Source: an optimization exercise on an open RTL-to-GDS flow (aim: small area). Production flows keep margins and buffers that such runs may drop.
The RTL was checked by simulation tests, not by an equivalence proof against the original design.

===== flow/flow/abc_area.script =====
strash
dc2
&get -n
&deepsyn -T 60 -S 7
&put
dch
amap -F 3 -A 8
topo

===== flow/design.v =====
module fir_mac (
	input logic [4:0] sel,
	input logic [4:0] a, b, c, d,
	input logic start,
	input logic [13:0] acc,
	output logic [13:0] nacc
);
	wire t1 = a[0] ^ b[0];
	wire t2 = a[0] & b[0];
	wire t3 = a[1] ^ b[1] ^ t2;
	wire t4 = (a[1] & b[1]) | (a[1] & t2) | (b[1] & t2);
	wire t5 = a[2] ^ b[2] ^ t4;
	wire t6 = (a[2] & b[2]) | (a[2] & t4) | (b[2] & t4);
	wire t7 = a[3] ^ b[3] ^ t6;
	wire t8 = (a[3] & b[3]) | (a[3] & t6) | (b[3] & t6);
	wire t9 = a[4] ^ b[4] ^ t8;
	wire t10 = (a[4] & b[4]) | (a[4] & t8) | (b[4] & t8);
	wire t11 = a[4] ^ b[4] ^ t10;
	wire t12 = c[0] ^ d[0];
	wire t13 = c[0] & d[0];
	wire t14 = c[1] ^ d[1] ^ t13;
	wire t15 = (c[1] & d[1]) | (c[1] & t13) | (d[1] & t13);
	wire t16 = c[2] ^ d[2] ^ t15;
	wire t17 = (c[2] & d[2]) | (c[2] & t15) | (d[2] & t15);
	wire t18 = c[3] ^ d[3] ^ t17;
	wire t19 = (c[3] & d[3]) | (c[3] & t17) | (d[3] & t17);
	wire t20 = c[4] ^ d[4] ^ t19;
	wire t21 = (c[4] & d[4]) | (c[4] & t19) | (d[4] & t19);
	wire t22 = c[4] ^ d[4] ^ t21;
	wire t23 = t1 ^ t12;
	wire t24 = t1 & t12;
	wire t25 = t3 ^ t14 ^ t24;
	wire t26 = (t3 & t14) | (t3 & t24) | (t14 & t24);
	wire t27 = t5 ^ t16 ^ t26;
	wire t28 = (t5 & t16) | (t5 & t26) | (t16 & t26);
	wire t29 = t7 ^ t18 ^ t28;
	wire t30 = (t7 & t18) | (t7 & t28) | (t18 & t28);
	wire t31 = t9 ^ t20 ^ t30;
	wire t32 = (t9 & t20) | (t9 & t30) | (t20 & t30);
	wire t33 = t11 ^ t22 ^ t32;
	wire t34 = (t11 & t22) | (t11 & t32) | (t22 & t32);
	wire t35 = t11 ^ t22 ^ t34;
	wire t36 = t23 ^ t12;
	wire t37 = t23 & t12;
	wire t38 = t25 ^ t14 ^ t37;
	wire t39 = (t25 & t14) | (t25 & t37) | (t14 & t37);
	wire t40 = t27 ^ t16 ^ t39;
	wire t41 = (t27 & t16) | (t27 & t39) | (t16 & t39);
	wire t42 = t29 ^ t18 ^ t41;
	wire t43 = (t29 & t18) | (t29 & t41) | (t18 & t41);
	wire t44 = t31 ^ t20 ^ t43;
	wire t45 = (t31 & t20) | (t31 & t43) | (t20 & t43);
	wire t46 = t33 ^ t22 ^ t45;
	wire t47 = (t33 & t22) | (t33 & t45) | (t22 & t45);
	wire t48 = t35 ^ t22 ^ t47;
	wire t49 = (t35 & t22) | (t35 & t47) | (t22 & t47);
	wire t50 = t35 ^ t22 ^ t49;
	wire [5:0] S1 = {t11, t9, t7, t5, t3, t1};
	wire [5:0] S2 = {t22, t20, t18, t16, t14, t12};
	wire [6:0] T = {t35, t33, t31, t29, t27, t25, t23};
	wire [7:0] E = {t50, t48, t46, t44, t42, t40, t38, t36};
	wire t51 = (~S2[0] & (sel[0])) | (~S2[1] & (sel[1])) | (S2[0] & (sel[2])) | (T[1] & (sel[3] | sel[4]));
	wire t52 = (~S2[1] & (sel[0])) | (~S2[2] & (sel[1])) | (S2[1] & (sel[2])) | (T[2] & (sel[3] | sel[4]));
	wire t53 = (~S2[2] & (sel[0])) | (~S2[3] & (sel[1])) | (S2[2] & (sel[2])) | (T[3] & (sel[3] | sel[4]));
	wire t54 = (~S2[3] & (sel[0])) | (~S2[4] & (sel[1])) | (S2[3] & (sel[2])) | (T[4] & (sel[3] | sel[4]));
	wire t55 = (~S2[4] & (sel[0])) | (S2[5] & (sel[1])) | (S2[4] & (sel[2])) | (T[5] & (sel[3] | sel[4]));
	wire t56 = (S2[5] & (sel[0])) | (~S2[5] & (sel[2])) | (~T[6] & (sel[3] | sel[4])) | (sel[1]);
	wire t57 = (~S2[0] & (sel[1])) | (T[0] & (sel[3] | sel[4]));
	wire t58 = (~S2[0] & (sel[0])) | (~S1[2] & (sel[2])) | (~T[0] & (sel[3])) | (S1[2] & (sel[4]));
	wire t59 = (~S2[1] & (sel[0])) | (S2[0] & (sel[1])) | (~S1[3] & (sel[2])) | (~T[1] & (sel[3])) | (S1[3] & (sel[4]));
	wire t60 = (~S2[2] & (sel[0])) | (S2[1] & (sel[1])) | (~S1[4] & (sel[2])) | (~T[2] & (sel[3])) | (S1[4] & (sel[4]));
	wire t61 = (~S2[3] & (sel[0])) | (S2[2] & (sel[1])) | (S1[5] & (sel[2])) | (~T[3] & (sel[3])) | (~S1[5] & (sel[4]));
	wire t62 = (~S2[4] & (sel[0])) | (S2[3] & (sel[1])) | (~T[4] & (sel[3])) | (sel[2] | sel[4]);
	wire t63 = (S2[5] & (sel[0])) | (S2[4] & (sel[1])) | (~T[5] & (sel[3])) | (sel[2] | sel[4]);
	wire t64 = (~S2[5] & (sel[1])) | (T[6] & (sel[3])) | (sel[0] | sel[2] | sel[4]);
	wire t65 = (~S1[0] & (sel[2])) | (S1[0] & (sel[4])) | (sel[0] | sel[1]);
	wire t66 = (~S1[1] & (sel[2])) | (S1[1] & (sel[4]));
	wire t67 = (T[0] & (sel[0])) | (sel[1]);
	wire t68 = (T[1] & (sel[0])) | (~T[0] & (sel[1])) | (sel[2]);
	wire t69 = (T[2] & (sel[0])) | (~T[1] & (sel[1])) | (S2[0] & (sel[3]));
	wire t70 = (T[3] & (sel[0])) | (~T[2] & (sel[1])) | (S2[1] & (sel[3]));
	wire t71 = (T[4] & (sel[0])) | (~T[3] & (sel[1])) | (T[0] & (sel[2])) | (S2[2] & (sel[3]));
	wire t72 = (T[5] & (sel[0])) | (~T[4] & (sel[1])) | (T[1] & (sel[2])) | (S2[3] & (sel[3])) | (E[0] & (sel[4]));
	wire t73 = (~T[6] & (sel[0])) | (~T[5] & (sel[1])) | (T[2] & (sel[2])) | (S2[4] & (sel[3])) | (E[1] & (sel[4]));
	wire t74 = (T[6] & (sel[1])) | (T[3] & (sel[2])) | (~S2[5] & (sel[3])) | (E[2] & (sel[4])) | (sel[0]);
	wire t75 = (T[4] & (sel[2])) | (E[3] & (sel[4])) | (sel[1] | sel[3]);
	wire t76 = (T[5] & (sel[2])) | (E[4] & (sel[4]));
	wire t77 = (~T[6] & (sel[2])) | (E[5] & (sel[4])) | (sel[0] | sel[1]);
	wire t78 = (E[6] & (sel[4])) | (sel[0] | sel[1] | sel[3]);
	wire t79 = (~E[7] & (sel[4])) | (sel[0] | sel[1] | sel[2] | sel[3]);
	wire t80 = (~S2[0] & (sel[2])) | (~S1[0] & (sel[3])) | (sel[1]);
	wire t81 = (~S2[1] & (sel[2])) | (~S1[1] & (sel[3])) | (E[0] & (sel[4]));
	wire t82 = (~S2[2] & (sel[2])) | (~S1[2] & (sel[3])) | (E[1] & (sel[4]));
	wire t83 = (~S2[3] & (sel[2])) | (~S1[3] & (sel[3])) | (E[2] & (sel[4]));
	wire t84 = (~S2[4] & (sel[2])) | (~S1[4] & (sel[3])) | (E[3] & (sel[4]));
	wire t85 = (S2[5] & (sel[2])) | (S1[5] & (sel[3])) | (E[4] & (sel[4]));
	wire t86 = (E[5] & (sel[4]));
	wire t87 = (E[6] & (sel[4]));
	wire t88 = (~E[7] & (sel[4])) | (sel[0] | sel[1] | sel[2] | sel[3]);
	wire t89 = sel[0] | sel[3];
	wire t90 = sel[2] | sel[3];
	wire t91 = sel[3];
	wire t92 = sel[2] | sel[4];
	wire t93 = sel[4];
	wire t94 = acc[0] & ~start;
	wire t95 = acc[1] & ~start;
	wire t96 = acc[2] & ~start;
	wire t97 = acc[3] & ~start;
	wire t98 = acc[4] & ~start;
	wire t99 = acc[5] & ~start;
	wire t100 = acc[6] & ~start;
	wire t101 = acc[7] & ~start;
	wire t102 = acc[8] & ~start;
	wire t103 = acc[9] & ~start;
	wire t104 = acc[10] & ~start;
	wire t105 = acc[11] & ~start;
	wire t106 = acc[12] & ~start;
	wire t107 = acc[13] & ~start;
	wire t108 = t97 ^ t89;
	wire t109 = t97 & t89;
	wire t110 = t98 ^ t71;
	wire t111 = t98 & t71;
	wire t112 = t99 ^ t90 ^ t80;
	wire t113 = (t99 & t90) | (t99 & t80) | (t90 & t80);
	wire t114 = t72 ^ t60;
	wire t115 = t72 & t60;
	wire t116 = t100 ^ t91 ^ t81;
	wire t117 = (t100 & t91) | (t100 & t81) | (t91 & t81);
	wire t118 = t73 ^ t61 ^ t56;
	wire t119 = (t73 & t61) | (t73 & t56) | (t61 & t56);
	wire t120 = t101 ^ t82 ^ t74;
	wire t121 = (t101 & t82) | (t101 & t74) | (t82 & t74);
	wire t122 = t102 ^ t83;
	wire t123 = t102 & t83;
	wire t124 = t103 ^ t84;
	wire t125 = t103 & t84;
	wire t126 = t104 ^ t92;
	wire t127 = t104 & t92;
	wire t128 = t105 ^ t93;
	wire t129 = t105 & t93;
	wire t130 = t95 ^ t68;
	wire t131 = t95 & t68;
	wire t132 = t96 ^ t69 ^ t66;
	wire t133 = (t96 & t69) | (t96 & t66) | (t69 & t66);
	wire t134 = t108 ^ t70 ^ t58;
	wire t135 = (t108 & t70) | (t108 & t58) | (t70 & t58);
	wire t136 = t109 ^ t110 ^ t59;
	wire t137 = (t109 & t110) | (t109 & t59) | (t110 & t59);
	wire t138 = t111 ^ t114 ^ t112;
	wire t139 = (t111 & t114) | (t111 & t112) | (t114 & t112);
	wire t140 = t115 ^ t113 ^ t118;
	wire t141 = (t115 & t113) | (t115 & t118) | (t113 & t118);
	wire t142 = t119 ^ t117 ^ t120;
	wire t143 = (t119 & t117) | (t119 & t120) | (t117 & t120);
	wire t144 = t121 ^ t122 ^ t75;
	wire t145 = (t121 & t122) | (t121 & t75) | (t122 & t75);
	wire t146 = t123 ^ t124 ^ t76;
	wire t147 = (t123 & t124) | (t123 & t76) | (t124 & t76);
	wire t148 = t125 ^ t126 ^ t85;
	wire t149 = (t125 & t126) | (t125 & t85) | (t126 & t85);
	wire t150 = t127 ^ t128 ^ t86;
	wire t151 = (t127 & t128) | (t127 & t86) | (t128 & t86);
	wire t152 = t129 ^ t106 ^ t87;
	wire t153 = (t129 & t106) | (t129 & t87) | (t106 & t87);
	wire t154 = t94 ^ t67;
	wire t155 = t94 & t67;
	wire t156 = t130 ^ t65 ^ t51;
	wire t157 = (t130 & t65) | (t130 & t51) | (t65 & t51);
	wire t158 = t131 ^ t132 ^ t52;
	wire t159 = (t131 & t132) | (t131 & t52) | (t132 & t52);
	wire t160 = t133 ^ t134 ^ t53;
	wire t161 = (t133 & t134) | (t133 & t53) | (t134 & t53);
	wire t162 = t135 ^ t136 ^ t54;
	wire t163 = (t135 & t136) | (t135 & t54) | (t136 & t54);
	wire t164 = t137 ^ t138 ^ t55;
	wire t165 = (t137 & t138) | (t137 & t55) | (t138 & t55);
	wire t166 = t139 ^ t140 ^ t116;
	wire t167 = (t139 & t140) | (t139 & t116) | (t140 & t116);
	wire t168 = t141 ^ t142 ^ t62;
	wire t169 = (t141 & t142) | (t141 & t62) | (t142 & t62);
	wire t170 = t143 ^ t144 ^ t63;
	wire t171 = (t143 & t144) | (t143 & t63) | (t144 & t63);
	wire t172 = t145 ^ t146 ^ t64;
	wire t173 = (t145 & t146) | (t145 & t64) | (t146 & t64);
	wire t174 = t147 ^ t148 ^ t77;
	wire t175 = (t147 & t148) | (t147 & t77) | (t148 & t77);
	wire t176 = t149 ^ t150 ^ t78;
	wire t177 = (t149 & t150) | (t149 & t78) | (t150 & t78);
	wire t178 = t151 ^ t152 ^ t79;
	wire t179 = (t151 & t152) | (t151 & t79) | (t152 & t79);
	wire t180 = t153 ^ t107 ^ t88;
	wire t181 = (t153 & t107) | (t153 & t88) | (t107 & t88);
	wire t182 = t57 ^ t154;
	wire t183 = t57 & t154;
	wire t184 = t156 ^ t155 ^ t183;
	wire t185 = (t156 & t155) | (t156 & t183) | (t155 & t183);
	wire t186 = t158 ^ t157 ^ t185;
	wire t187 = (t158 & t157) | (t158 & t185) | (t157 & t185);
	wire t188 = t160 ^ t159 ^ t187;
	wire t189 = (t160 & t159) | (t160 & t187) | (t159 & t187);
	wire t190 = t162 ^ t161 ^ t189;
	wire t191 = (t162 & t161) | (t162 & t189) | (t161 & t189);
	wire t192 = t164 ^ t163 ^ t191;
	wire t193 = (t164 & t163) | (t164 & t191) | (t163 & t191);
	wire t194 = t166 ^ t165 ^ t193;
	wire t195 = (t166 & t165) | (t166 & t193) | (t165 & t193);
	wire t196 = t168 ^ t167 ^ t195;
	wire t197 = (t168 & t167) | (t168 & t195) | (t167 & t195);
	wire t198 = t170 ^ t169 ^ t197;
	wire t199 = (t170 & t169) | (t170 & t197) | (t169 & t197);
	wire t200 = t172 ^ t171 ^ t199;
	wire t201 = (t172 & t171) | (t172 & t199) | (t171 & t199);
	wire t202 = t174 ^ t173 ^ t201;
	wire t203 = (t174 & t173) | (t174 & t201) | (t173 & t201);
	wire t204 = t176 ^ t175 ^ t203;
	wire t205 = (t176 & t175) | (t176 & t203) | (t175 & t203);
	wire t206 = t178 ^ t177 ^ t205;
	wire t207 = (t178 & t177) | (t178 & t205) | (t177 & t205);
	wire t208 = t180 ^ t179 ^ t207;
	wire t209 = (t180 & t179) | (t180 & t207) | (t179 & t207);
	assign nacc = {t208, t206, t204, t202, t200, t198, t196, t194, t192, t190, t188, t186, t184, t182};
endmodule
module top_iq_demod(
	input logic clk,
	input logic resetn,
	input bit ADC_rdy_i,
	input logic signed [4:0] I_IF,
	input logic signed [4:0] Q_IF,
	output bit demod_iq_valid,
	output logic signed [4:0] I_BB,
	output logic signed [4:0] Q_BB
);
logic [2:0] cnt;
logic [1:0] ph;
logic [2:0] cpt;
logic e, w;
logic first;
wire shift = e & (cpt == 3'd4);
always_ff @(posedge clk, negedge resetn)
	if (~resetn) begin
		cnt <= 0; ph <= 0; cpt <= 0; e <= 0; w <= 0; first <= 1;
	end else begin
		cnt <= (cnt == 3'd4) ? 3'd0 : cnt + 3'd1;
		if (cnt == 3'd4) begin ph <= ph + 2'd1; first <= 0; end
		cpt <= shift ? 3'd0 : cpt + 3'd1;
		e <= ~e & ~w & ADC_rdy_i;
		w <= e | (w & ADC_rdy_i);
	end
wire [4:0] sel = {cnt == 3'd0, cnt == 3'd4, cnt == 3'd3, cnt == 3'd2, cnt == 3'd1};
wire [4:0] xi = ph[0] ? Q_IF : I_IF;
wire [4:0] xq = ph[0] ? I_IF : Q_IF;
wire [4:0] in_i = ph[1] ? xi : -xi;
wire [4:0] in_q = (ph[0] ^ ph[1]) ? xq : -xq;
wire [4:0] z = {sel[0], sel[1], sel[2], sel[3], sel[4]};
wire [4:0] f = {sel[4], sel[0], sel[1], sel[2], sel[3]};
logic [4:0] ra_i [0:4], rb_i [0:4], rc_i [0:4], rd_i [0:4];
logic [4:0] ra_q [0:4], rb_q [0:4], rc_q [0:4], rd_q [0:4];
logic [4:0] pa_i [0:4], pb_i [0:4], pc_i [0:4], pd_i [0:4];
logic [4:0] pa_q [0:4], pb_q [0:4], pc_q [0:4], pd_q [0:4];
always_comb
	for (int j = 0; j < 5; j++) begin
		pa_i[j] = ra_i[j]; pb_i[j] = rb_i[j]; pc_i[j] = rc_i[j]; pd_i[j] = rd_i[j];
		pa_q[j] = ra_q[j]; pb_q[j] = rb_q[j]; pc_q[j] = rc_q[j]; pd_q[j] = rd_q[j];
		if (j == 0 && first) begin
			pa_i[j] = 0; pb_i[j] = 0; pc_i[j] = 0; pd_i[j] = 0;
			pa_q[j] = 0; pb_q[j] = 0; pc_q[j] = 0; pd_q[j] = 0;
		end
	end
always_ff @(posedge clk)
	for (int j = 0; j < 5; j++) begin
		if (shift) begin
			ra_i[j] <= z[j] ? in_i : pb_i[j];
			rb_i[j] <= pa_i[(j+1)%5];
			rc_i[j] <= f[j] ? pb_i[(j+1)%5] : pd_i[(j+2)%5];
			rd_i[j] <= pc_i[(j+1)%5];
			ra_q[j] <= z[j] ? in_q : pb_q[j];
			rb_q[j] <= pa_q[(j+1)%5];
			rc_q[j] <= f[j] ? pb_q[(j+1)%5] : pd_q[(j+2)%5];
			rd_q[j] <= pc_q[(j+1)%5];
		end else begin
			ra_i[j] <= pa_i[(j+1)%5]; rb_i[j] <= pb_i[(j+1)%5];
			rc_i[j] <= pc_i[(j+1)%5]; rd_i[j] <= pd_i[(j+1)%5];
			ra_q[j] <= pa_q[(j+1)%5]; rb_q[j] <= pb_q[(j+1)%5];
			rc_q[j] <= pc_q[(j+1)%5]; rd_q[j] <= pd_q[(j+1)%5];
		end
	end
logic [13:9] acc_i_h, acc_q_h;
logic [8:0] acc_i_l, acc_q_l;
logic [4:0] h_i, h_q;
wire start = (cpt == 3'd0);
wire [13:0] acc_i = {acc_i_h, acc_i_l};
wire [13:0] acc_q = {acc_q_h, acc_q_l};
wire [13:0] nacc_i, nacc_q;
fir_mac mac_i (.sel(sel), .a(pa_i[0]), .b(pb_i[0]), .c(pc_i[0]), .d(pd_i[0]), .start(start), .acc(acc_i), .nacc(nacc_i));
fir_mac mac_q (.sel(sel), .a(pa_q[0]), .b(pb_q[0]), .c(pc_q[0]), .d(pd_q[0]), .start(start), .acc(acc_q), .nacc(nacc_q));
always_ff @(posedge clk, negedge resetn)
	if (~resetn) begin
		acc_i_h <= 0; acc_q_h <= 0; I_BB <= 0; Q_BB <= 0;
	end else begin
		acc_i_h <= nacc_i[13:9];
		acc_q_h <= nacc_q[13:9];
		if (cpt == 3'd2) begin I_BB <= h_i; Q_BB <= h_q; end
	end
always_ff @(posedge clk) begin
	acc_i_l <= nacc_i[8:0];
	acc_q_l <= nacc_q[8:0];
	if (start) begin h_i <= acc_i[13:9]; h_q <= acc_q[13:9]; end
end
assign demod_iq_valid = (cpt == 3'd3);
endmodule

===== flow/standard.sh =====
#!/bin/bash
# synth_recipe.tcl (not shown) runs the flow's synth.tcl, then flattens the netlist and writes it again
# the make line also repeats each setting of config.mk as NAME=value (left out here)
make -C /OpenROAD-flow-scripts/flow DESIGN_CONFIG=/design/flow/config.mk WORK_HOME=/design/flow/orfs CLKGATE_MAP_FILE= SYNTH_SCRIPT=/design/flow/synth_recipe.tcl "${@:-finish}"

===== flow/constraint.sdc =====
create_clock -name core_clock -period 13.0 [get_ports {clk}]
set_input_delay 2.6000 -clock core_clock [delete_from_list [all_inputs] [get_ports {clk}]]
set_output_delay 2.6000 -clock core_clock [all_outputs]
set_load 0.01 [all_outputs]

===== flow/flow/run.sh =====
#!/bin/bash
# Layout flow: the standard ORFS flow (standard.sh) with these changes in how the
# layout is made:
#  - synthesis maps the combinational logic with an area-oriented ABC script
#    (abc_area.script in this folder) instead of ORFS's default one; registers are
#    mapped by the unchanged standard synthesis (ABC never touches them);
#  - the port buffers are the smallest buffer, sky130_fd_sc_hd__buf_1;
#  - clock tree synthesis inserts no dummy loads.
# Every tool's full output goes to the ORFS logs (orfs/logs/...) and to flow.log here.
set -euo pipefail
here=$(pwd)
rm -rf "$here/scripts"
cp -r "$FLOW_HOME/scripts" "$here/scripts"
cp "$here/flow/abc_area.script" "$here/scripts/abc_area.script"
bash standard.sh "SCRIPTS_DIR=$here/scripts" \
	"BUFFER_PORTS_ARGS=-buffer_cell sky130_fd_sc_hd__buf_1" \
	"CTS_ARGS=-sink_clustering_enable -repair_clock_nets -buf_list {sky130_fd_sc_hd__clkbuf_4 sky130_fd_sc_hd__clkbuf_8} -sink_clustering_size 12 -sink_clustering_max_diameter 40 -dont_use_dummy_load" \
	finish > "$here/flow.log" 2>&1

===== flow/config.mk =====
export PLATFORM = sky130hd
export DESIGN_NAME = top_iq_demod
export DESIGN_NICKNAME = top_iq_demod
export VERILOG_FILES = /design/flow/design.v
export SDC_FILE = /design/flow/constraint.sdc
export NUM_CORES = 4
export LEC_CHECK = 0
export ABC_AREA = 1
export CAP_MARGIN = 20
export CORE_MARGIN = 2
export CORE_UTILIZATION = 60
export CTS_BUF_LIST = sky130_fd_sc_hd__clkbuf_8
export CTS_CLUSTER_DIAMETER = 50
export CTS_CLUSTER_SIZE = 20
export SLEW_MARGIN = 20

==> flow_summary_export.csv, run 1 <==
group,metric,value,unit
sta,period_share,69.9,%
routing,routed_wl,32200,µm
min_path,min_path_type,"reg -> reg",
logic_synthesis,synth-async-reset-ratio,12.0,%
clock_network,h-tree-depth,2,
routing,vias_per_cell,6.16,
critical_path,reg2reg_from,"first$_DFFE_PN1P_",
sta,max-slew-margin-rel,27.1,%
logic_synthesis,synth_top_area_share,33.8,%
logic_synthesis,synthTopCellsByCount,"320 x clkinv_1, 218 x dfxtp_1, 118 x o22ai_1",
global_route,grt_pass1_vias,9742,
routing,routedWlPerCell,19.7,µm
placement,hpwl,22200,µm
critical_path,cp_top_family,"adder cells",
layout,antenna_cells,0,
status,outcome,"timing/DRC/antenna clean",
clock_network,cts_buffers,35,
clock_network,ctsResizeCount,0,
logic_synthesis,synth_seq_area_share,42.1,%
min_path,hp-start,"ra_i[2][3]$_DFF_P_",
sta,finalSetupViolations,0,
critical_path,startpoint,"first$_DFFE_PN1P_",
clock_network,cts_post_setup_buffers_inserted,0,
clock_network,ctsLongestPathBuffers,3,
critical_path,cp_max_fo,30,
clock_network,cts.clk_slew.worst_paths,80,ps
global_route,antenna_found_initial,0,
die,io_pins,24,
job,maxCapViolCount,0,
clock_network,clkSinkCount,259,
logic_synthesis,ys_seq_elements,259,
layout,nets,1535,
logic_synthesis,syn_inst,1285,
layout,fin_cells,1640,
sta,worst-slew-pin-transition,1090,ps
layout,postLayoutCellArea,14000,µm²
placement,io_buffer_count,23,
layout,n_fill_cell,1707,
critical_path,critical_path.startpoint_type,"flip-flop",
clock_network,cts_tree,"done",
sta,clock_skew,64.2,ps
logic_synthesis,synth-edff-count,10,
logic_synthesis,synth.avg_cell_area,10.1,µm²
critical_path,timing.critical_path.buf_inv,7,
routing,ant_nets,0,
sta,finalHoldViolations,0,
die,start_util,61.2,%
sta,period_needed,9090,ps
clock_network,root_buffer,"clkbuf_8",
logic_synthesis,synthesis.nets,1453,
routing,firstDrtPassIters,9,
placement,place_area,13600,µm²
critical_path,path_class,"reg -> reg",
placement,gp_congestion,0.960,
sta,worst_slack,3910,ps
critical_path,end_kind,"flip-flop",
routing,post-route-drc-count,0,
layout,drive_above_1_share,4.91,%
routing,drt_iter0_drc,1408,
logic_synthesis,yosysWarnings,33,
logic_synthesis,synth.distinct_cells,28,
sta,tns,0,ps
critical_path,crit_slowest_cell,"dfstp_2",
global_route,grt_usage,29.6,%
clock_network,worstSkewPairLatency,540,ps
logic_synthesis,synthFlopType,"dfxtp_1",
die,fp-row-count,53,
logic_synthesis,syn_area,12900,µm²
critical_path,cp.required,13380,ps
logic_synthesis,synthMostInstantiatedCell,"clkinv_1",
sta,rsz0062_at_grt,"no",
logic_synthesis,synth_area_leaders,"dfxtp_1 34%, fa_1 17%, clkinv_1 9.3%",
global_route,grt_pass1_wl,52200,µm
die,die_w,151,µm
global_route,overflow,0,
global_route,grt_max_degree,87,
die,die_area,22700,µm²
placement,pre_cts_slack,3970,ps
sta,max_clock_freq,110,MHz
critical_path,worstPathArrival,9470,ps
die,chipHeight,151,µm
sta,slew_violations,0,
layout,syn_to_final_growth,8.65,%
critical_path,crit_path_max_incr_delay,550,ps
placement,dp_cells,1605,
critical_path,path_common_cell,"fa_1",
logic_synthesis,synth_largest_area_cell,"dfxtp_1",
routing,vias,10100,
clock_network,hold_buffers,0,
die,core-area,21100,µm²
## metrics by stage
stage          utilization, %  hold WS, ps
2_1_floorplan               -          417
3_3_place_gp             64.2          426
3_5_place_dp             64.3          429
4_1_cts                  66.5          415
5_1_grt                  66.5          421
6_report                 66.5          411
## worst reg2reg max path, delay by kind of cell (launching register included)
kind	cells	cell delay, ps
buffers and inverters	7	1120
AND/OR/NAND/NOR	2	200
AO/OA/AOI/OAI	4	1080
adder cells (fa/ha/maj)	17	6010
flip-flops	1	550
## cell families (layout without fill, tap and decap cells)
group / count (synthesis) / in the layout / synth area share (%)
flip-flops: 259 / 259 / 42.1
AO/OA/AOI/OAI: 380 / 380 / 21.7
buffers and inverters: 320 / 400 / 9.30
adder cells (fa/ha/maj): 155 / 155 / 21.3
AND/OR/NAND/NOR: 171 / 171 / 5.55
## layout by cell type (no fill, tap or decap), types with 10 or more instances in the layout
master    synthesis  layout
nor2b_1          20      20
nor2_1           65      59
nand2_1          75      75
o21ai_0          56      56
buf_4             0      22
o221ai_1         14      14
ha_1             47      47
dfrtp_1          30      30
fa_1            108     108
a21oi_1          33      33
a222oi_1        108     108
dfxtp_1         218     218
clkinv_1        320     319
edfxtp_1         10      10
a221oi_1         16      16
buf_1             0      22
o22a_1           10      10
o22ai_1         118     118
clkbuf_8          0      35
## per-layer routing
metal | GRT usage (%) | up-vias | wire [µm]
met4 | 8.46 | 0 | 727
li1 | - | 4748 | -
met1 | 42.9 | 4827 | 14300
met2 | 45.3 | 467 | 14500
met5 | 0 | - | 0
met3 | 5.97 | 57 | 2700
## sequential cells by signal, indices dropped and copies added (netlist names), 9 cells and up
| register | cells |
|---|---|
| rb_q | 25 |
| rd_i | 25 |
| acc_i_l | 9 |
| rc_q | 25 |
| ra_i | 25 |
| rb_i | 25 |
| rd_q | 25 |
| acc_q_l | 9 |
| ra_q | 25 |
| rc_i | 25 |
## area by class of cell
class	count	area (µm²)	area share [%]
clock buffer	35	482	3.43
inverter	320	1200	8.57
multi-input combinational	706	6310	45.0
sequential	259	5440	38.8
tap	275	344	2.45
timing repair buffer	45	253	1.80
## worst paths after layout
| kind | cells past startpoint | to | slack (ps) |
|---|---|---|---|
| setup / recovery | 30 | acc_q_h[13]$_DFF_PN0_ | 3910 |
| hold / removal | 2 | ra_i[1][3]$_DFF_P_ | 410 |
| setup reg to reg | 30 | acc_q_h[13]$_DFF_PN0_ | 3910 |
| hold reg to reg | 2 | ra_i[1][3]$_DFF_P_ | 410 |
| max in group asynchronous | 1 | cnt[2]$_DFF_PN0_ | 10230 |
| min in group asynchronous | 1 | ph[1]$_DFFE_PN0P_ | 2190 |
==> run 2, diff against run 1 <==
--- a/flow/flow/run.sh
+++ b/flow/flow/run.sh
@@ -14,5 +14,5 @@
 cp "$here/flow/abc_area.script" "$here/scripts/abc_area.script"
 bash standard.sh "SCRIPTS_DIR=$here/scripts" \
 	"BUFFER_PORTS_ARGS=-buffer_cell sky130_fd_sc_hd__buf_1" \
-	"CTS_ARGS=-sink_clustering_enable -repair_clock_nets -buf_list {sky130_fd_sc_hd__clkbuf_4 sky130_fd_sc_hd__clkbuf_8} -sink_clustering_size 12 -sink_clustering_max_diameter 40 -dont_use_dummy_load" \
+	"CTS_ARGS=-sink_clustering_enable -repair_clock_nets -buf_list sky130_fd_sc_hd__clkbuf_8 -sink_clustering_size 20 -sink_clustering_max_diameter 50 -dont_use_dummy_load" \
 	finish > "$here/flow.log" 2>&1
==> flow_summary_export.csv, run 2 <==
group,metric,value,unit
sta,finalSetupViolations,0,
routing,ant_nets,0,
min_path,hold_path_end,"rc_i[2][4]$_DFF_P_",
placement,place_area,13600,µm²
sta,rsz0062_at_grt,"no",
logic_synthesis,synthesis.nets,1453,
sta,slew_violations,0,
min_path,hp-start,"rc_i[3][4]$_DFF_P_",
sta,worst_slack,3900,ps
global_route,grt_pass1_wl,51700,µm
clock_network,h-tree-depth,1,
logic_synthesis,syn_area,12900,µm²
die,die_w,151,µm
layout,final_core_util,65.9,%
layout,nets,1525,
placement,gp_congestion,0.960,
routing,routed_wl,31900,µm
die,fp-row-count,53,
min_path,whs_path_depth,2,
critical_path,r2r_slack,3900,ps
critical_path,path_common_cell,"fa_1",
sta,period_needed,9100,ps
clock_network,ctsResizeCount,0,
routing,drt_iter0_drc,1465,
critical_path,reg2reg_from,"first$_DFFE_PN1P_",
sta,tns,0,ps
clock_network,ctsLongestPathBuffers,3,
logic_synthesis,synthMostInstantiatedCell,"clkinv_1",
logic_synthesis,synthTopCellsByCount,"320 x clkinv_1, 218 x dfxtp_1, 118 x o22ai_1",
sta,max_clock_freq,110,MHz
critical_path,path_class,"reg -> reg",
die,start_util,61.2,%
sta,worst-slew-pin-transition,1070,ps
layout,fin_cells,1630,
clock_network,hold_buffers,0,
placement,pre_cts_slack,3970,ps
critical_path,worstPathArrival,9530,ps
logic_synthesis,synth-async-reset-ratio,12.0,%
logic_synthesis,ys_seq_elements,259,
logic_synthesis,synth_area_leaders,"dfxtp_1 34%, fa_1 17%, clkinv_1 9.3%",
critical_path,critical_path.startpoint_type,"flip-flop",
routing,vias_per_cell,6.17,
die,core-area,21100,µm²
logic_synthesis,synth-edff-count,10,
clock_network,cts_buffers,25,
routing,routedWlPerCell,19.6,µm
layout,n_fill_cell,1717,
logic_synthesis,syn_inst,1285,
routing,firstDrtPassIters,10,
logic_synthesis,synth_seq_area_share,42.1,%
logic_synthesis,yosysWarnings,33,
global_route,antenna_found_initial,0,
placement,io_buffer_count,23,
min_path,min_path_type,"reg -> reg",
job,maxCapViolCount,0,
die,io_pins,24,
critical_path,cp_max_fo,30,
layout,drive_above_1_share,4.21,%
routing,post-route-drc-count,0,
clock_network,root_buffer,"clkbuf_8",
die,chipHeight,151,µm
critical_path,cp.required,13430,ps
logic_synthesis,synth_top_area_share,33.8,%
global_route,grt_max_degree,87,
sta,finalHoldViolations,0,
global_route,overflow,0,
die,die_area,22700,µm²
layout,syn_to_final_growth,7.59,%
clock_network,worstSkewPairLatency,600,ps
global_route,grt_pass1_vias,9641,
clock_network,clkSinkCount,259,
logic_synthesis,synth.avg_cell_area,10.1,µm²
sta,clock_skew,86.4,ps
critical_path,end_kind,"flip-flop",
sta,period_share,70.0,%
routing,vias,10100,
placement,hpwl,22200,µm
clock_network,cts_tree,"done",
clock_network,cts_post_setup_buffers_inserted,0,
logic_synthesis,synthFlopType,"dfxtp_1",
critical_path,crit_path_max_incr_delay,560,ps
layout,layout_commonest_cell,"clkinv_1",
clock_network,cts.clk_slew.worst_paths,90,ps
logic_synthesis,synth.distinct_cells,28,
critical_path,r2r_cells,30,
placement,dp_cells,1605,
global_route,grt_usage,29.2,%
status,outcome,"timing/DRC/antenna clean",
sta,max-slew-margin-rel,28.9,%
layout,antenna_cells,0,
critical_path,timing.rr.end,"acc_q_h[13]$_DFF_PN0_",
critical_path,crit_slowest_cell,"dfstp_2",
layout,final_cell_mix,"319 x clkinv_1, 218 x dfxtp_1, 118 x o22ai_1, 108 x a222oi_1, 108 x fa_1",
logic_synthesis,synth_largest_area_cell,"dfxtp_1",
layout,postLayoutCellArea,13900,µm²
==> run 2: how the worst max path moves through the flow <==
stage / startpoint / to / slack, ps / depth (start not counted)
2_1_floorplan: first$_DFFE_PN1P_ / acc_i_h[13]$_DFF_PN0_ / 4210 / 31
3_3_place_gp: first$_DFFE_PN1P_ / acc_i_h[13]$_DFF_PN0_ / 4140 / 30
3_5_place_dp: first$_DFFE_PN1P_ / acc_q_h[13]$_DFF_PN0_ / 3970 / 30
4_1_cts: first$_DFFE_PN1P_ / acc_q_h[13]$_DFF_PN0_ / 3950 / 30
5_1_grt: first$_DFFE_PN1P_ / acc_i_h[13]$_DFF_PN0_ / 3340 / 33
6_report: first$_DFFE_PN1P_ / acc_q_h[13]$_DFF_PN0_ / 3900 / 30
==> run 2: final cells by class <==
cell class	instances	area (µm²)	share of cell area, %
repair buffers	45	253	1.82
clock buffers	25	344	2.48
multi-input cells	706	6310	45.4
inverters	320	1200	8.65
flip-flops and latches	259	5440	39.2
well taps	275	344	2.48
==> run 2: cell families after synthesis <==
| group | synth area share [%] |
|---|---|
| AO/OA/AOI/OAI | 21.7 |
| adder cells (fa/ha/maj) | 21.3 |
| buffers and inverters | 9.30 |
| flip-flops | 42.1 |
| AND/OR/NAND/NOR | 5.55 |
==> run 2: routing by layer <==
layer | routed length, µm | GRT usage (%) | vias to the layer above
met5 | 0 | 0 | -
met2 | 14700 | 46.1 | 456
li1 | - | - | 4729
met1 | 14200 | 42.4 | 4829
met4 | 642 | 7.20 | 0
met3 | 2460 | 4.61 | 41
==> run 2: stage by stage <==
step / hold WS [ps]
2_1_floorplan: 417
3_3_place_gp: 426
3_5_place_dp: 429
4_1_cts: 417
5_1_grt: 432
6_report: 414
==> run 2: critical path, delay by kind of cell, from the launching register on <==
kind / cells / cell delay [ps]
and+or+nand+nor: 2 / 190
adders and majority gates: 17 / 6010
buffers and inverters: 7 / 1110
DFF: 1 / 560
AOI/OAI and AO/OA: 4 / 1080
==> run 3, diff against run 2 <==
==> flow/flow/run.sh (replaced) <==
#!/bin/bash
# Layout flow: the standard ORFS flow (standard.sh) with these changes in how the
# layout is made:
#  - synthesis: Yosys's coarse "synth -run fine:" step runs without its quick ABC pass
#    (-noabc), so that the full adders the RTL spells out are extracted as written, and
#    the final ABC mapping of the combinational logic uses an area-oriented script
#    (abc_area.script in this folder) instead of ORFS's default one. Registers are
#    mapped by the unchanged standard synthesis steps (ABC never touches them);
#  - the port buffers are the smallest buffer, sky130_fd_sc_hd__buf_1;
#  - clock tree synthesis inserts no dummy loads.
# Every tool's full output goes to the ORFS logs (orfs/logs/...) and to flow.log here.
set -euo pipefail
here=$(pwd)
rm -rf "$here/scripts"
cp -r "$FLOW_HOME/scripts" "$here/scripts"
cp "$here/flow/abc_area.script" "$here/scripts/abc_area.script"
sed -i 's/^  synth -top $::env(DESIGN_NAME) -run fine: {\*}$synth_full_args$/  synth -top $::env(DESIGN_NAME) -run fine: -noabc {*}$synth_full_args/' "$here/scripts/synth.tcl"
grep -q -- '-run fine: -noabc' "$here/scripts/synth.tcl"
bash standard.sh "SCRIPTS_DIR=$here/scripts" \
	"BUFFER_PORTS_ARGS=-buffer_cell sky130_fd_sc_hd__buf_1" \
	"CTS_ARGS=-sink_clustering_enable -repair_clock_nets -buf_list sky130_fd_sc_hd__clkbuf_8 -sink_clustering_size 20 -sink_clustering_max_diameter 50 -dont_use_dummy_load" \
	finish > "$here/flow.log" 2>&1
==> flow_summary_export.csv, run 3 <==
group,metric,value,unit
critical_path,r2r_slack,1640,ps
clock_network,hold_buffers,0,
die,chipHeight,150,µm
logic_synthesis,synth_area_leaders,"dfxtp_1 34%, fa_1 18%, a222oi_1 7.3%",
layout,layout_commonest_cell,"dfxtp_1",
job,maxCapViolCount,0,
logic_synthesis,synth_largest_area_cell,"dfxtp_1",
critical_path,timing.rr.end,"acc_q_h[13]$_DFF_PN0_",
routing,ant_nets,0,
logic_synthesis,syn_inst,1205,
die,core-area,21000,µm²
die,io_pins,24,
sta,finalSetupViolations,0,
die,die_area,22400,µm²
critical_path,timing.critical_path.buf_inv,7,
critical_path,cp.required,13440,ps
logic_synthesis,synth-async-reset-ratio,12.0,%
sta,slew_violations,0,
logic_synthesis,synth_mux_area_share,0,%
logic_synthesis,yosysWarnings,33,
sta,max-slew-margin-rel,23.2,%
logic_synthesis,synth.avg_cell_area,10.6,µm²
clock_network,cts_buffers,25,
min_path,whs_path_depth,2,
logic_synthesis,synthXorXnorAreaFrac,0,%
status,outcome,"timing/DRC/antenna clean",
critical_path,reg2reg_from,"first$_DFFE_PN1N_",
die,start_util,60.8,%
clock_network,worstSkewPairLatency,590,ps
clock_network,cts_post_setup_buffers_inserted,0,
logic_synthesis,ys_seq_elements,259,
clock_network,h-tree-depth,1,
global_route,grt_max_degree,97,
layout,syn_to_final_growth,7.41,%
global_route,antenna_found_initial,0,
sta,max_clock_freq,88.0,MHz
min_path,hold_path_end,"rc_q[3][4]$_DFF_P_",
placement,hpwl,22200,µm
clock_network,ctsLongestPathBuffers,3,
critical_path,critical_path.startpoint_type,"flip-flop",
global_route,grt_pass1_wl,50800,µm
critical_path,cp_max_fo,17,
critical_path,crit_path_max_incr_delay,730,ps
sta,finalHoldViolations,0,
sta,clock_skew,84.8,ps
logic_synthesis,synth-edff-count,10,
logic_synthesis,synth_top_area_share,34.2,%
routing,vias,9544,
min_path,hp-start,"rc_q[4][4]$_DFF_P_",
global_route,overflow,0,
critical_path,crit_slowest_cell,"dfstp_2",
critical_path,worstPathArrival,11800,ps
critical_path,path_class,"reg -> reg",
clock_network,cts.clk_slew.worst_paths,70,ps
layout,drive_above_1_share,4.33,%
global_route,grt_usage,29.1,%
placement,gp_congestion,0.936,
sta,worst-slew-pin-transition,1140,ps
die,fp-row-count,53,
logic_synthesis,synth_seq_area_share,42.7,%
sta,tns,0,ps
die,die_w,150,µm
layout,nets,1443,
logic_synthesis,synthFlopType,"dfxtp_1",
clock_network,root_buffer,"clkbuf_8",
routing,firstDrtPassIters,9,
routing,routedWlPerCell,20.4,µm
layout,final_cell_mix,"218 x dfxtp_1, 215 x clkinv_1, 116 x fa_1, 93 x a222oi_1, 89 x nand2_1",
critical_path,end_kind,"flip-flop",
clock_network,cts_tree,"done",
critical_path,r2r_cells,35,
sta,period_needed,11360,ps
routing,post-route-drc-count,0,
logic_synthesis,yosys.area_share.simple,6.80,%
global_route,grt_pass1_vias,9369,
clock_network,ctsResizeCount,0,
min_path,min_path_type,"reg -> reg",
critical_path,path_common_cell,"fa_1",
routing,vias_per_cell,6.17,
logic_synthesis,synth-compound-area-share,21.9,%
layout,postLayoutCellArea,13700,µm²
logic_synthesis,synth.distinct_cells,26,
sta,rsz0062_at_grt,"no",
critical_path,cp_top_family,"adder cells",
sta,period_share,87.4,%
logic_synthesis,syn_area,12700,µm²
logic_synthesis,yosys.area_share.adder,22.3,%
placement,io_buffer_count,23,
logic_synthesis,synth_top_family_by_area,"adder cells",
placement,place_area,13300,µm²
logic_synthesis,synthMostInstantiatedCell,"dfxtp_1",
logic_synthesis,synthesis.nets,1375,
layout,antenna_cells,0,
clock_network,clkSinkCount,259,
routing,routed_wl,31500,µm
routing,drt_iter0_drc,1290,
logic_synthesis,synthTopCellsByCount,"218 x dfxtp_1, 216 x clkinv_1, 116 x fa_1",
## run 3: cell count changes after synthesis, sizes merged, moves of 9 or more
cell,delta
nand2,+14
o21ai,+29
o22ai,-73
a222oi,-15
a22o,+34
nor2b,+25
a221oi,-16
o211ai,+9
clkinv,-104
a22oi,+21
## run 3: worst max path at each step
stage	startpoint	endpoint	slack, ps	cells past startpoint
2_1_floorplan	first$_DFFE_PN1N_	acc_i_h[13]$_DFF_PN0_	2430	29
3_3_place_gp	first$_DFFE_PN1N_	acc_q_h[13]$_DFF_PN0_	1740	31
3_5_place_dp	first$_DFFE_PN1N_	acc_q_h[13]$_DFF_PN0_	1620	34
4_1_cts	first$_DFFE_PN1N_	acc_q_h[13]$_DFF_PN0_	1560	35
5_1_grt	first$_DFFE_PN1N_	acc_i_h[13]$_DFF_PN0_	1030	30
6_report	first$_DFFE_PN1N_	acc_q_h[13]$_DFF_PN0_	1640	35
## run 3: kinds of logic (layout without fill, tap and decap cells)
family                   Yosys count  after routing
AO/OA/AOI/OAI                    374            374
adder cells (fa/ha/maj)          157            157
buffers and inverters            216            282
flip-flops                       259            259
AND/OR/NAND/NOR                  199            199
## run 3: per-layer routing
metal | vias to the layer above | track usage (%) | part of all wire (%)
met5 | - | 0 | 0
met4 | 0 | 9.67 | 3.3
met3 | 67 | 4.27 | 6.8
met2 | 400 | 44.0 | 45
met1 | 4593 | 43.3 | 45
li1 | 4484 | - | -
## run 3: worst register-to-register path, delay by kind of cell, from the launching register on
kind,cells,cell delay [ps]
adder cells (fa/ha/maj),18,7810
buffers and inverters,7,1380
AO/OA/AOI/OAI,6,1000
flip-flops,1,730
AND/OR/NAND/NOR,4,310
## run 3: final cells by class
cell class | instances | area [µm²]
inverter | 216 | 812
timing repair buffer | 41 | 223
clock buffer | 25 | 344
multi-input combinational | 730 | 6520
sequential | 259 | 5440
fill | 1723 | 7270
tap | 275 | 344
## run 3: through the flow
step / hold slack (ps) / setup slack, ps / util (%) / cells
after detailed placement: 423 / 1620 / 63.7 / 1521
after floorplan: 417 / 2430 / - / 1205
after global placement: 423 / 1740 / 63.7 / 1521
after global routing: 420 / 1030 / 65.3 / 1546
after CTS: 412 / 1560 / 65.3 / 1546
final: 419 / 1640 / 65.3 / 1546
==> run 4, diff against run 3 <==
--- a/flow/flow/run.sh
+++ b/flow/flow/run.sh
@@ -18,5 +18,5 @@
 grep -q -- '-run fine: -noabc' "$here/scripts/synth.tcl"
 bash standard.sh "SCRIPTS_DIR=$here/scripts" \
 	"BUFFER_PORTS_ARGS=-buffer_cell sky130_fd_sc_hd__buf_1" \
-	"CTS_ARGS=-sink_clustering_enable -repair_clock_nets -buf_list sky130_fd_sc_hd__clkbuf_8 -sink_clustering_size 20 -sink_clustering_max_diameter 50 -dont_use_dummy_load" \
+	"CTS_ARGS=-sink_clustering_enable -repair_clock_nets -buf_list sky130_fd_sc_hd__clkbuf_8 -sink_clustering_size 20 -sink_clustering_max_diameter 70 -dont_use_dummy_load" \
 	finish > "$here/flow.log" 2>&1
==> flow_summary_export.csv, run 4 <==
group,metric,value,unit
status,outcome,"timing/DRC/antenna clean",
clock_network,ctsLongestPathBuffers,3,
logic_synthesis,synth-compound-area-share,21.9,%
logic_synthesis,synth.avg_cell_area,10.6,µm²
sta,finalSetupViolations,0,
layout,layout_commonest_cell,"dfxtp_1",
critical_path,path_class,"reg -> reg",
logic_synthesis,synth_area_leaders,"dfxtp_1 34%, fa_1 18%, a222oi_1 7.3%",
logic_synthesis,syn_area,12700,µm²
clock_network,hold_buffers,0,
sta,period_share,87.7,%
sta,max_clock_freq,87.7,MHz
logic_synthesis,synthesis.nets,1375,
logic_synthesis,synthTopCellsByCount,"218 x dfxtp_1, 216 x clkinv_1, 116 x fa_1",
clock_network,cts.clk_slew.worst_paths,120,ps
layout,syn_to_final_growth,6.66,%
die,io_pins,24,
layout,final_core_util,64.9,%
die,core-area,21000,µm²
critical_path,path_common_cell,"fa_1",
logic_synthesis,synth_seq_area_share,42.7,%
routing,vias_per_cell,6.25,
sta,max-slew-margin-rel,26.7,%
routing,vias,9621,
clock_network,h-tree-depth,1,
layout,nets,1436,
sta,finalHoldViolations,0,
logic_synthesis,synth_largest_area_cell,"dfxtp_1",
critical_path,r2r_cells,35,
job,maxCapViolCount,0,
routing,firstDrtPassIters,8,
critical_path,crit_path_max_incr_delay,750,ps
global_route,overflow,0,
critical_path,worstPathArrival,11830,ps
routing,drt_iter0_drc,1301,
global_route,grt_max_degree,97,
logic_synthesis,synth_mux_area_share,0,%
die,die_area,22400,µm²
critical_path,cp_top_family,"adder cells",
layout,antenna_cells,0,
sta,tns,0,ps
sta,slew_violations,0,
logic_synthesis,synthMostInstantiatedCell,"dfxtp_1",
logic_synthesis,syn_inst,1205,
die,die_w,150,µm
min_path,whs_path_depth,1,
clock_network,worstSkewPairLatency,570,ps
critical_path,end_kind,"flip-flop",
critical_path,critical_path.startpoint_type,"flip-flop",
critical_path,worstSetupPathDepth,35,
logic_synthesis,yosys.area_share.simple,6.80,%
die,fp-row-count,53,
routing,post-route-drc-count,0,
logic_synthesis,synth.distinct_cells,26,
critical_path,cp.required,13420,ps
logic_synthesis,synthXorXnorAreaFrac,0,%
clock_network,cts_post_setup_buffers_inserted,0,
logic_synthesis,yosys.area_share.adder,22.3,%
clock_network,ctsResizeCount,0,
die,start_util,60.8,%
placement,hpwl,22200,µm
logic_synthesis,yosysWarnings,33,
logic_synthesis,synth_top_family_by_area,"adder cells",
sta,worst-slew-pin-transition,1100,ps
clock_network,cts_buffers,18,
logic_synthesis,synth_top_area_share,34.2,%
logic_synthesis,ys_seq_elements,259,
logic_synthesis,synth-edff-count,10,
layout,drive_above_1_share,3.80,%
critical_path,cp_max_fo,17,
placement,io_buffer_count,23,
critical_path,crit_slowest_cell,"dfstp_2",
clock_network,clkSinkCount,259,
global_route,grt_pass1_wl,50800,µm
routing,routed_wl,31600,µm
routing,ant_nets,0,
min_path,min_path_type,"reg -> reg",
sta,rsz0062_at_grt,"no",
die,chipHeight,150,µm
sta,clock_skew,113,ps
routing,routedWlPerCell,20.5,µm
logic_synthesis,synthFlopType,"dfxtp_1",
placement,gp_congestion,0.936,
clock_network,root_buffer,"clkbuf_8",
global_route,antenna_found_initial,0,
clock_network,cts_tree,"done",
logic_synthesis,synth-async-reset-ratio,12.0,%
global_route,grt_pass1_vias,9342,
sta,period_needed,11410,ps
layout,final_cell_mix,"218 x dfxtp_1, 215 x clkinv_1, 116 x fa_1, 93 x a222oi_1, 89 x nand2_1",
global_route,grt_usage,29.1,%
critical_path,timing.critical_path.buf_inv,7,
-- run 4: cell types whose count changed in the layout (fill, tap and decap cells not counted), sizes merged --
cell / change
clkbuf: -7
-- run 4: final timing paths --
check                                   start                    end  slack (ps)
max                         first$_DFFE_PN1N_  acc_q_h[13]$_DFF_PN0_        1590
min in group asynchronous              resetn       cnt[1]$_DFF_PN0_        2150
min                        rd_q[2][4]$_DFF_P_     rd_q[1][4]$_DFF_P_         380
max reg2reg                 first$_DFFE_PN1N_  acc_q_h[13]$_DFF_PN0_        1590
max in group asynchronous              resetn    Q_BB[0]$_DFFE_PN0N_       10210
min reg2reg                rd_q[2][4]$_DFF_P_     rd_q[1][4]$_DFF_P_         380
-- run 4: worst register-to-register path, delay by kind of cell, from the launching register on --
| kind | cells | cell delay [ps] |
|---|---|---|
| and+or+nand+nor | 4 | 310 |
| adders and majority gates | 18 | 7810 |
| AOI/OAI and AO/OA | 6 | 1000 |
| DFF | 1 | 750 |
| buffers and inverters | 7 | 1400 |
-- run 4: kinds of logic after synthesis --
logic type	count (synthesis)
buffers and inverters	216
DFF	259
AOI/OAI and AO/OA	374
and+or+nand+nor	199
adders and majority gates	157
-- run 4: metrics by stage --
step                      hold slack [ps]  cell area (µm²)  setup WS, ps  cells
after global placement                423            13300          1740   1521
after CTS                             381            13600          1530   1539
final                                 381            13600          1590   1539
after detailed placement              423            13300          1620   1521
after global routing                  396            13600           971   1539
after floorplan                       417            12700          2430   1205
-- run 4: layout make-up --
type | count | area [µm²]
inverter | 216 | 812
fill | 1731 | 7360
timing repair buffer | 41 | 223
clock buffer | 18 | 248
multi-input combinational | 730 | 6520
sequential | 259 | 5440
tap | 275 | 344
-- run 4: per-layer routing --
layer,GRT usage (%),share of wire [%],up-vias,routed length (µm)
met1,43.6,45,4678,14300
met4,8.68,2.6,0,825
met2,44.4,45,405,14100
met3,3.78,7.4,67,2350
li1,-,-,4471,-
met5,0,0,-,0

what the ideal ports hide:
The results above use ideal ports. As a check the final layouts listed here were re-extracted and re-timed, cells and wires unchanged.
Step 1: set_driving_cell puts a clkbuf_16 on clk and a buf_2 on each other input, an assumption about the parent block.
Step 2 moves the port delays by t, midway between the first and last clock arrival at a register: inputs arrive t later, outputs are due t later. That takes back most of the time a late clock gives input paths.
Slacks: no drivers / after step 1 / after step 2; pairs: no drivers / after step 1.
run	t, ns	setup slack, ns	worst setup path after step 2	clock arrival spread, ns	cell pins on the clock port's net
run 1	0.550	3.907 / 3.907 / 3.907	register to register	0.064 / 0.064	1
run 2	0.601	3.902 / 3.902 / 3.902	register to register	0.088 / 0.088	1
run 3	0.589	1.637 / 1.637 / 1.637	register to register	0.095 / 0.095	1
run 4	0.559	1.593 / 1.593 / 1.593	register to register	0.117 / 0.117	1
After both steps setup and hold are still met in every run listed.
